What follows belongs to an exercise in optimizing a design on an open flow for small area; a production flow would make more cautious choices. Only simulation tests tie the RTL to the original design; equivalence was not proved.

==> inputs of job 2482 <==
Design disp, start of the top module:
module disp(
        input [31:0] val,
        input clk,
        input rst,
        output [3:0] digit_sel,
        output [7:0] seg
  );
  wire [1:0] s;
  wire [6:0] sm;
  wire [2:0] gu, gt, gh;
  wire bt, bh;
  wire [3:0] th;
  clk_divider refresh(.clk(clk), .rst(rst), .sel(s), .digit_sel(digit_sel));
  sumtree u_sum(.y(val[31:7]), .S(sm));
  dabble u_dab(.S(sm), .v(val[6:1]), .gu(gu), .gt(gt), .bt(bt), .gh(gh), .bh(bh), .th(th));
  seg_decoder p1(.digit_sel(digit_sel), .gu(gu), .bu(val[0]), .gt(gt), .bt(bt), .gh(gh), .bh(bh), .th(th), .seg(seg));
endmodule
==> module sumtree, before the edit <==
module sumtree(input [24:0] y, output [6:0] S);
  wire t1, t2;
  fadd at1(.a(y[0]), .b(y[7]), .c(y[14]), .s(t1), .co(t2));
  wire t3, t4;
  fadd at3(.a(y[1]), .b(y[7]), .c(y[8]), .s(t3), .co(t4));
  wire t5, t6;
  fadd at5(.a(y[15]), .b(t2), .c(t3), .s(t5), .co(t6));
  wire t7, t8;
  fadd at7(.a(y[2]), .b(y[8]), .c(y[9]), .s(t7), .co(t8));
  wire t9, t10;
  fadd at9(.a(y[16]), .b(t4), .c(t6), .s(t9), .co(t10));
  wire t11, t12;
  fadd at11(.a(y[3]), .b(y[9]), .c(y[10]), .s(t11), .co(t12));
  wire t13, t14;
  fadd at13(.a(y[14]), .b(y[17]), .c(t8), .s(t13), .co(t14));
  wire t15, t16;
  fadd at15(.a(t10), .b(t11), .c(t13), .s(t15), .co(t16));
  wire t17, t18;
  fadd at17(.a(y[4]), .b(y[10]), .c(y[11]), .s(t17), .co(t18));
  wire t19, t20;
  fadd at19(.a(y[15]), .b(y[18]), .c(t12), .s(t19), .co(t20));
  wire t21, t22;
  fadd at21(.a(t14), .b(t16), .c(t17), .s(t21), .co(t22));
  wire t23, t24;
  fadd at23(.a(y[5]), .b(y[11]), .c(y[12]), .s(t23), .co(t24));
  wire t25, t26;
  fadd at25(.a(y[16]), .b(y[19]), .c(y[23]), .s(t25), .co(t26));
  wire t27, t28;
  fadd at27(.a(t18), .b(t20), .c(t22), .s(t27), .co(t28));
  wire t29, t30;
  fadd at29(.a(t23), .b(t25), .c(t27), .s(t29), .co(t30));
  wire t31, t32;
  fadd at31(.a(y[6]), .b(y[12]), .c(y[13]), .s(t31), .co(t32));
  wire t33, t34;
  fadd at33(.a(y[17]), .b(y[20]), .c(y[23]), .s(t33), .co(t34));
  wire t35, t36;
  fadd at35(.a(y[24]), .b(t24), .c(t26), .s(t35), .co(t36));
  wire t37, t38;
  fadd at37(.a(t28), .b(t30), .c(t31), .s(t37), .co(t38));
  wire t39, t40;
  fadd at39(.a(t33), .b(t35), .c(t37), .s(t39), .co(t40));
  wire t41, t42;
  fadd at41(.a(y[13]), .b(y[18]), .c(y[21]), .s(t41), .co(t42));
  wire t43, t44;
  fadd at43(.a(y[24]), .b(t32), .c(t34), .s(t43), .co(t44));
  wire t45, t46;
  fadd at45(.a(t36), .b(t38), .c(t40), .s(t45), .co(t46));
  wire t47, t48;
  fadd at47(.a(t41), .b(t43), .c(t45), .s(t47), .co(t48));
  wire t49, t50;
  fadd at49(.a(y[19]), .b(y[22]), .c(t42), .s(t49), .co(t50));
  wire t51, t52;
  fadd at51(.a(t44), .b(t46), .c(t48), .s(t51), .co(t52));
  wire t53, t54;
  fadd at53(.a(y[20]), .b(y[23]), .c(t50), .s(t53), .co(t54));
  wire t55, t56;
  fadd at55(.a(y[21]), .b(y[24]), .c(t54), .s(t55), .co(t56));
  wire t57, t58;
  fadd at57(.a(t5), .b(t47), .c(t49), .s(t57), .co(t58));
  wire t59, t60;
  fadd at59(.a(t7), .b(t9), .c(t49), .s(t59), .co(t60));
  wire t61, t62;
  fadd at61(.a(t51), .b(t52), .c(t53), .s(t61), .co(t62));
  wire t63, t64;
  fadd at63(.a(t58), .b(t59), .c(t61), .s(t63), .co(t64));
  wire t65, t66;
  fadd at65(.a(t15), .b(t52), .c(t53), .s(t65), .co(t66));
  wire t67, t68;
  fadd at67(.a(t55), .b(t60), .c(t62), .s(t67), .co(t68));
  wire t69, t70;
  fadd at69(.a(t64), .b(t65), .c(t67), .s(t69), .co(t70));
  wire t71, t72;
  fadd at71(.a(t19), .b(t21), .c(t55), .s(t71), .co(t72));
  wire t73, t74;
  fadd at73(.a(y[22]), .b(t56), .c(t66), .s(t73), .co(t74));
  wire t75, t76;
  fadd at75(.a(t68), .b(t70), .c(t71), .s(t75), .co(t76));
  wire t77, t78;
  fadd at77(.a(t29), .b(y[22]), .c(t56), .s(t77), .co(t78));
  wire t79, t80;
  fadd at79(.a(t72), .b(t74), .c(t76), .s(t79), .co(t80));
  wire t81, t82;
  fadd at81(.a(t39), .b(t78), .c(t80), .s(t81), .co(t82));
  wire t83, t84;
  fadd at83(.a(t1), .b(t47), .c(t82), .s(t83), .co(t84));
  wire t85, t86;
  fadd at85(.a(t51), .b(t57), .c(t82), .s(t85), .co(t86));
  wire t87, t88;
  hadd at87(.a(t84), .b(t85), .s(t87), .co(t88));
  wire t89, t90;
  fadd at89(.a(t63), .b(t86), .c(t88), .s(t89), .co(t90));
  wire t91, t92;
  hadd at91(.a(t69), .b(t90), .s(t91), .co(t92));
  wire t93, t94;
  fadd at93(.a(t73), .b(t75), .c(t92), .s(t93), .co(t94));
  wire t95, t96;
  fadd at95(.a(t77), .b(t79), .c(t94), .s(t95), .co(t96));
  wire t97, t98;
  hadd at97(.a(t81), .b(t96), .s(t97), .co(t98));
  wire t99, t100;
  hadd at99(.a(t83), .b(t98), .s(t99), .co(t100));
  wire t101, t102;
  fadd at101(.a(t87), .b(t98), .c(t100), .s(t101), .co(t102));
  wire t103, t104;
  hadd at103(.a(t89), .b(t102), .s(t103), .co(t104));
  wire t105, t106;
  hadd at105(.a(t91), .b(t104), .s(t105), .co(t106));
  wire t107, t108;
  hadd at107(.a(t93), .b(t106), .s(t107), .co(t108));
  wire t109, t110;
  hadd at109(.a(t95), .b(t108), .s(t109), .co(t110));
  assign S = {t97, t109, t107, t105, t103, t101, t99};
endmodule
Settings: LEC_CHECK=0, ABC_AREA=0, CAP_MARGIN=20, CORE_MARGIN=2, CORE_UTILIZATION=40, CTS_BUF_LIST=sky130_fd_sc_hd__clkbuf_4, SLEW_MARGIN=20, SYNTH_HIERARCHICAL=1, SYNTH_MINIMUM_KEEP_SIZE=0; clock period 250.0 ns.
standard.sh (not shown) runs the stock make flow with config.mk's settings and CLKGATE_MAP_FILE= SYNTH_SCRIPT=/design/flow/synth_recipe.tcl, a recipe that flattens the netlist after the stock synthesis.
==> flow/flow/run.sh <==
#!/bin/bash
# Layout flow: the standard flow (standard.sh) with two changes:
# - synthesis maps the logic with the area-oriented ABC script flow/abc_map.script in place
#   of ORFS's delay-oriented abc_speed.script (registers are mapped as in the standard
#   synthesis);
# - every input and output port is buffered with sky130_fd_sc_hd__buf_1 instead of the
#   default buffer cell that buffer_ports picks.
# Each step's output goes to synth.log and layout.log here, and ORFS's own logs to orfs/logs.
set -euo pipefail
W=$(pwd)
rm -rf "$W/scripts_area"
cp -r "$FLOW_HOME/scripts" "$W/scripts_area"
cp "$W/flow/abc_map.script" "$W/scripts_area/abc_speed.script"
bash standard.sh SCRIPTS_DIR="$W/scripts_area" synth > "$W/synth.log" 2>&1
bash standard.sh BUFFER_PORTS_ARGS="-buffer_cell sky130_fd_sc_hd__buf_1" > "$W/layout.log" 2>&1
==> flow/flow/abc_map.script <==
strash
&get -n
&dch -f
&nf -a -R 1000
&put
topo
==> job 4694 (differences from job 2482) <==
--- a/flow/design.v
+++ b/flow/design.v
@@ -34,54 +34,44 @@
   assign seg[7] = 1'b0;
 endmodule
 module omux(input [3:0] e, input a, input b, input c, input d, output x);
   assign x = (e[0] & a) | (e[1] & b) | (e[2] & c) | (e[3] & d);
 endmodule
 module tconv(input [3:0] t, output [3:0] c);
   wire n1;
-  wire n2;
-  wire n3;
-  assign n1 = ~t[3];
-  assign n2 = ~(t[1] | t[2]);
-  assign c[0] = (n1 | n2) & t[0];
+  assign n1 = ~((t[1] | t[2]) & t[3]);
+  assign c[0] = t[0] & n1;
   assign c[1] = ~((t[1] & t[2]) | t[3]);
-  assign n3 = ~t[1];
-  assign c[2] = ~(n3 & n1 & t[2]);
-  assign c[3] = ~(t[3] | n3);
+  assign c[2] = t[1] | t[3] | ~t[2];
+  assign c[3] = ~(t[3] | ~t[1]);
 endmodule
 module sdec(input [3:0] x, output [6:0] seg);
   wire n1;
   wire n2;
   wire n3;
   wire n4;
   wire n5;
   wire n6;
   wire n7;
   wire n8;
-  wire n9;
-  wire n10;
-  wire n11;
-  assign n1 = ~(x[1] | x[3]);
-  assign n2 = ~x[1];
-  assign n3 = ~x[3];
-  assign n4 = ~(n2 | n3);
-  assign n5 = ~(n1 | n4);
-  assign n6 = ~((x[0] | x[1]) & x[2]);
-  assign n7 = ~n6;
-  assign seg[0] = ~(n5 & n7);
-  assign n8 = ~x[0];
-  assign n9 = ~x[2];
-  assign n10 = ~(n8 | n2 | n9);
-  assign seg[1] = ~((x[0] & x[3]) | n4 | n10);
-  assign seg[2] = ~(x[0] | n9);
-  assign n11 = ~((x[0] & x[1]) | x[2]);
-  assign seg[3] = ~((n5 & x[0] & x[2]) | n11);
-  assign seg[4] = ~(n4 & n8);
-  assign seg[5] = ~((x[0] | x[3]) & n6);
-  assign seg[6] = ~((n11 | n10) & n3);
+  assign n1 = ~(x[1] & x[2]);
+  assign n2 = ~(x[3] | n1);
+  assign seg[0] = ~((x[0] & x[3] & n1) | n2);
+  assign n3 = ~(x[1] | x[3]);
+  assign n4 = ~(x[0] & x[2]);
+  assign n5 = ~(n3 | n4);
+  assign seg[1] = ~((x[1] & x[3]) | n5);
+  assign n6 = ~x[2];
+  assign seg[2] = ~(x[0] | n6);
+  assign n7 = ~(x[1] & x[3]);
+  assign n8 = ~((x[0] & x[1]) | x[2]);
+  assign seg[3] = ~((n7 & n5) | n8);
+  assign seg[4] = ~(x[1] & x[3] & n4);
+  assign seg[5] = ~((x[0] | x[3]) & n1 & n4);
+  assign seg[6] = ~((n6 & x[3]) | (n2 & x[0]) | n8);
 endmodule
 module disp(
         input [31:0] val,
         input clk,
         input rst,
         output [3:0] digit_sel,
         output [7:0] seg
@@ -207,35 +197,31 @@
   hadd at107(.a(t93), .b(t106), .s(t107), .co(t108));
   wire t109, t110;
   hadd at109(.a(t95), .b(t108), .s(t109), .co(t110));
   assign S = {t97, t109, t107, t105, t103, t101, t99};
 endmodule
 module dabble(input [6:0] S, input [6:1] v, output [2:0] gu, output [2:0] gt, output bt, output [2:0] gh, output bh, output [3:0] th);
   wire d1;
-  assign d1 = ~(S[5] & S[6]);
   wire d2;
-  wire d2_1;
-  assign d2_1 = ~(S[5] & S[6]);
-  assign d2 = ~(d2_1 & S[6]);
+  assign d1 = ~(S[5] & S[6]);
+  assign d2 = ~(~S[5] & S[6]);
   wire d3;
-  wire d3_1;
-  assign d3_1 = ~(S[4] | d2);
-  assign d3 = ~((d1 & d2) | d3_1);
   wire d4;
-  wire d4_1;
-  assign d4_1 = ~(S[4] | d2);
-  assign d4 = ~((S[4] & d1 & S[5]) | d4_1);
   wire d5;
-  wire d5_1;
-  assign d5_1 = ~(S[4] & d1 & d2);
-  assign d5 = ~((S[4] | d1) & S[5] & d5_1);
   wire d6;
-  wire d6_1;
-  assign d6_1 = ~(S[4] & d1 & d2);
-  assign d6 = ~((S[4] | d1) & d6_1);
+  wire d3_1;
+  wire d3_2;
+  wire d3_3;
+  assign d3_1 = ~(S[4] | S[5]);
+  assign d3 = ~((d1 & d2) | d3_1);
+  assign d3_2 = ~(S[4] | d2);
+  assign d4 = ~((S[4] & d1 & S[5]) | d3_2);
+  assign d3_3 = ~(S[4] & d1 & d2);
+  assign d6 = ~((S[4] | d1) & d3_3);
+  assign d5 = ~(~d6 & S[5]);
   wire d7;
   wire [2:0] d8;
   dstep u8(.b(S[3]), .g({d6, d5, d4}), .q(d7), .gn(d8));
   wire d9;
   wire [2:0] d10;
   dstep u10(.b(S[2]), .g({d8[2], d8[1], d8[0]}), .q(d9), .gn(d10));
   wire d11;
@@ -259,35 +245,31 @@
   wire d23;
   wire [2:0] d24;
   dstep u24(.b(v[2]), .g({d22[2], d22[1], d22[0]}), .q(d23), .gn(d24));
   wire d25;
   wire [2:0] d26;
   dstep u26(.b(v[1]), .g({d24[2], d24[1], d24[0]}), .q(d25), .gn(d26));
   wire d27;
-  assign d27 = ~(d7 & d3);
   wire d28;
-  wire d28_1;
-  assign d28_1 = ~(d7 & d3);
-  assign d28 = ~(d28_1 & d3);
+  assign d27 = ~(d7 & d3);
+  assign d28 = ~(~d7 & d3);
   wire d29;
-  wire d29_1;
-  assign d29_1 = ~(d9 | d28);
-  assign d29 = ~((d27 & d28) | d29_1);
   wire d30;
-  wire d30_1;
-  assign d30_1 = ~(d9 | d28);
-  assign d30 = ~((d9 & d27 & d7) | d30_1);
   wire d31;
-  wire d31_1;
-  assign d31_1 = ~(d9 & d27 & d28);
-  assign d31 = ~((d9 | d27) & d7 & d31_1);
   wire d32;
-  wire d32_1;
-  assign d32_1 = ~(d9 & d27 & d28);
-  assign d32 = ~((d9 | d27) & d32_1);
+  wire d29_1;
+  wire d29_2;
+  wire d29_3;
+  assign d29_1 = ~(d9 | d7);
+  assign d29 = ~((d27 & d28) | d29_1);
+  assign d29_2 = ~(d9 | d28);
+  assign d30 = ~((d9 & d27 & d7) | d29_2);
+  assign d29_3 = ~(d9 & d27 & d28);
+  assign d32 = ~((d9 | d27) & d29_3);
+  assign d31 = ~(~d32 & d7);
   wire d33;
   wire [2:0] d34;
   dstep u34(.b(d11), .g({d32, d31, d30}), .q(d33), .gn(d34));
   wire d35;
   wire [2:0] d36;
   dstep u36(.b(d13), .g({d34[2], d34[1], d34[0]}), .q(d35), .gn(d36));
   wire d37;
@@ -302,35 +284,31 @@
   wire d43;
   wire [2:0] d44;
   dstep u44(.b(d21), .g({d42[2], d42[1], d42[0]}), .q(d43), .gn(d44));
   wire d45;
   wire [2:0] d46;
   dstep u46(.b(d23), .g({d44[2], d44[1], d44[0]}), .q(d45), .gn(d46));
   wire d47;
-  assign d47 = ~(d33 & d29);
   wire d48;
-  wire d48_1;
-  assign d48_1 = ~(d33 & d29);
-  assign d48 = ~(d48_1 & d29);
+  assign d47 = ~(d33 & d29);
+  assign d48 = ~(~d33 & d29);
   wire d49;
-  wire d49_1;
-  assign d49_1 = ~(d35 | d48);
-  assign d49 = ~((d47 & d48) | d49_1);
   wire d50;
-  wire d50_1;
-  assign d50_1 = ~(d35 | d48);
-  assign d50 = ~((d35 & d47 & d33) | d50_1);
   wire d51;
-  wire d51_1;
-  assign d51_1 = ~(d35 & d47 & d48);
-  assign d51 = ~((d35 | d47) & d33 & d51_1);
   wire d52;
-  wire d52_1;
-  assign d52_1 = ~(d35 & d47 & d48);
-  assign d52 = ~((d35 | d47) & d52_1);
+  wire d49_1;
+  wire d49_2;
+  wire d49_3;
+  assign d49_1 = ~(d35 | d33);
+  assign d49 = ~((d47 & d48) | d49_1);
+  assign d49_2 = ~(d35 | d48);
+  assign d50 = ~((d35 & d47 & d33) | d49_2);
+  assign d49_3 = ~(d35 & d47 & d48);
+  assign d52 = ~((d35 | d47) & d49_3);
+  assign d51 = ~(~d52 & d33);
   wire d53;
   wire [2:0] d54;
   dstep u54(.b(d37), .g({d52, d51, d50}), .q(d53), .gn(d54));
   wire d55;
   wire [2:0] d56;
   dstep u56(.b(d39), .g({d54[2], d54[1], d54[0]}), .q(d55), .gn(d56));
   wire d57;
@@ -348,19 +326,19 @@
 endmodule
 module dstep(input b, input [2:0] g, output q, output [2:0] gn);
   wire n1;
   wire n2;
   wire n3;
   assign n1 = ~(b | g[1]);
   assign q = ~((g[0] & g[1]) | n1);
-  assign n2 = ~((b | g[1]) & (g[0] | g[2]));
+  assign n2 = ~((b | g[1]) & (g[2] | g[0]));
   assign gn[0] = ~((b & g[0] & g[2]) | n2);
   assign n3 = ~(b & g[0] & g[1]);
-  assign gn[1] = ~((b | g[0]) & g[2] & n3);
   assign gn[2] = ~((b | g[0]) & n3);
+  assign gn[1] = ~(~gn[2] & g[2]);
 endmodule
 module fadd(input a, input b, input c, output s, output co);
   assign s = a ^ b ^ c;
   assign co = (a & (b | c)) | (b & c);
 endmodule
 module hadd(input a, input b, output s, output co);
   assign s = a ^ b;
==> flow/run.sh (new file) <==
#!/bin/bash
# synth_recipe.tcl (not shown) runs the flow's synth.tcl, then flattens the netlist and writes it again
# the make line also repeats each setting of config.mk as NAME=value (left out here)
make -C /OpenROAD-flow-scripts/flow DESIGN_CONFIG=/design/flow/config.mk WORK_HOME=/design/flow/orfs CLKGATE_MAP_FILE= SYNTH_SCRIPT=/design/flow/synth_recipe.tcl finish
removed: flow/flow/run.sh
removed: flow/flow/abc_map.script
removed: flow/standard.sh
==> job 3984 (differences from job 2482) <==
--- a/flow/design.v
+++ b/flow/design.v
@@ -203,15 +203,17 @@
   hadd at103(.a(t89), .b(t102), .s(t103), .co(t104));
   wire t105, t106;
   hadd at105(.a(t91), .b(t104), .s(t105), .co(t106));
   wire t107, t108;
   hadd at107(.a(t93), .b(t106), .s(t107), .co(t108));
   wire t109, t110;
   hadd at109(.a(t95), .b(t108), .s(t109), .co(t110));
-  assign S = {t97, t109, t107, t105, t103, t101, t99};
+  wire t111, t112;
+  hadd at111(.a(t97), .b(t110), .s(t111), .co(t112));
+  assign S = {t111, t109, t107, t105, t103, t101, t99};
 endmodule
 module dabble(input [6:0] S, input [6:1] v, output [2:0] gu, output [2:0] gt, output bt, output [2:0] gh, output bh, output [3:0] th);
   wire d1;
   assign d1 = ~(S[5] & S[6]);
   wire d2;
   wire d2_1;
   assign d2_1 = ~(S[5] & S[6]);
==> summary.txt <==
crit path max fanout=6; status=finished clean; Routed WL per cell=11.6 um; first-pass GRT wire length=8490 um; largest net degree at the start of global routing=13; multiplexer share of the synthesized area=0.382%; Synth area leaders=fa_1, dfxtp_1, o211ai_1; Worst path depth=60; share of cells above drive strength 1=0.888%; Initial Util=41.3%; Seq/Total Area, Yosys=9.16%
(the above is from job 2482)
==> summary.txt <==
multiplexer share of the synthesized area=0.380%; post-synthesis simple-gate area fraction=15.8%; Initial Util=41.5%; largest net degree at the start of global routing=13; most frequent cells in the layout=fa_1, buf_1, nor2_1; Non-clock buffer share=5.83%; Synth area leaders=fa_1, dfxtp_1, o211ai_1; first-pass GRT wire length=8780 um; crit path max fanout=6; status=finished clean; share of cells above drive strength 1=0.885%; Most flops, register=refresh.p; Routed WL per cell=11.8 um; Mapped Cells=303; Mapped Area=2630 um2; share of the synthesized area in the top cell type=35.7%; Worst path depth=60; Seq/Total Area, Yosys=9.12%
(the above is from job 3984)
==> summary.txt <==
Routed WL per cell=11.9 um; reg2reg start=refresh.p[9]; Initial Util=41.4%; status=finished clean; largest net degree at the start of global routing=14; Worst path depth=59; Seq/Total Area, Yosys=8.49%; first-pass GRT wire length=9220 um; crit path max fanout=7; share of cells above drive strength 1=3.51%
(the above is from job 4694)

## static timing again, ports no longer ideal
The flow's constraints put no driver on any port. The routed layouts listed below were extracted and timed again, unchanged, in two steps. Step 1 sets driving cells, clkbuf_16 on the clock port and buf_2 on the other inputs (assumed; they add their load-dependent delay and slew). Step 2 adds t to the input delays and takes it off the output delays; t is the mean of the earliest and latest rising clock arrival at the registers after step 1. Input paths then give back, and output paths get back, about the clock's delay inside the block. a / b / c = no drivers / after step 1 / after step 2; a / b = the first two.
run | t (ns) | setup slack, ns | latest minus earliest clock arrival (ns) | slew at the worst register clock pin (ns)
job 2482 | 0.279 | 131.640 / 131.619 / 131.619 | 0.004 / 0.005 | 0.07 / 0.07
job 4694 | 0.280 | 131.141 / 131.116 / 131.116 | 0.001 / 0.001 | 0.07 / 0.07
job 3984 | 0.284 | 131.219 / 131.198 / 131.198 | 0.001 / 0.001 | 0.07 / 0.07
After both steps every run listed still meets setup and hold. For job 4694, which loses most, drivers alone change the setup slack by -0.025 ns; drivers and shift together by -0.025 ns.
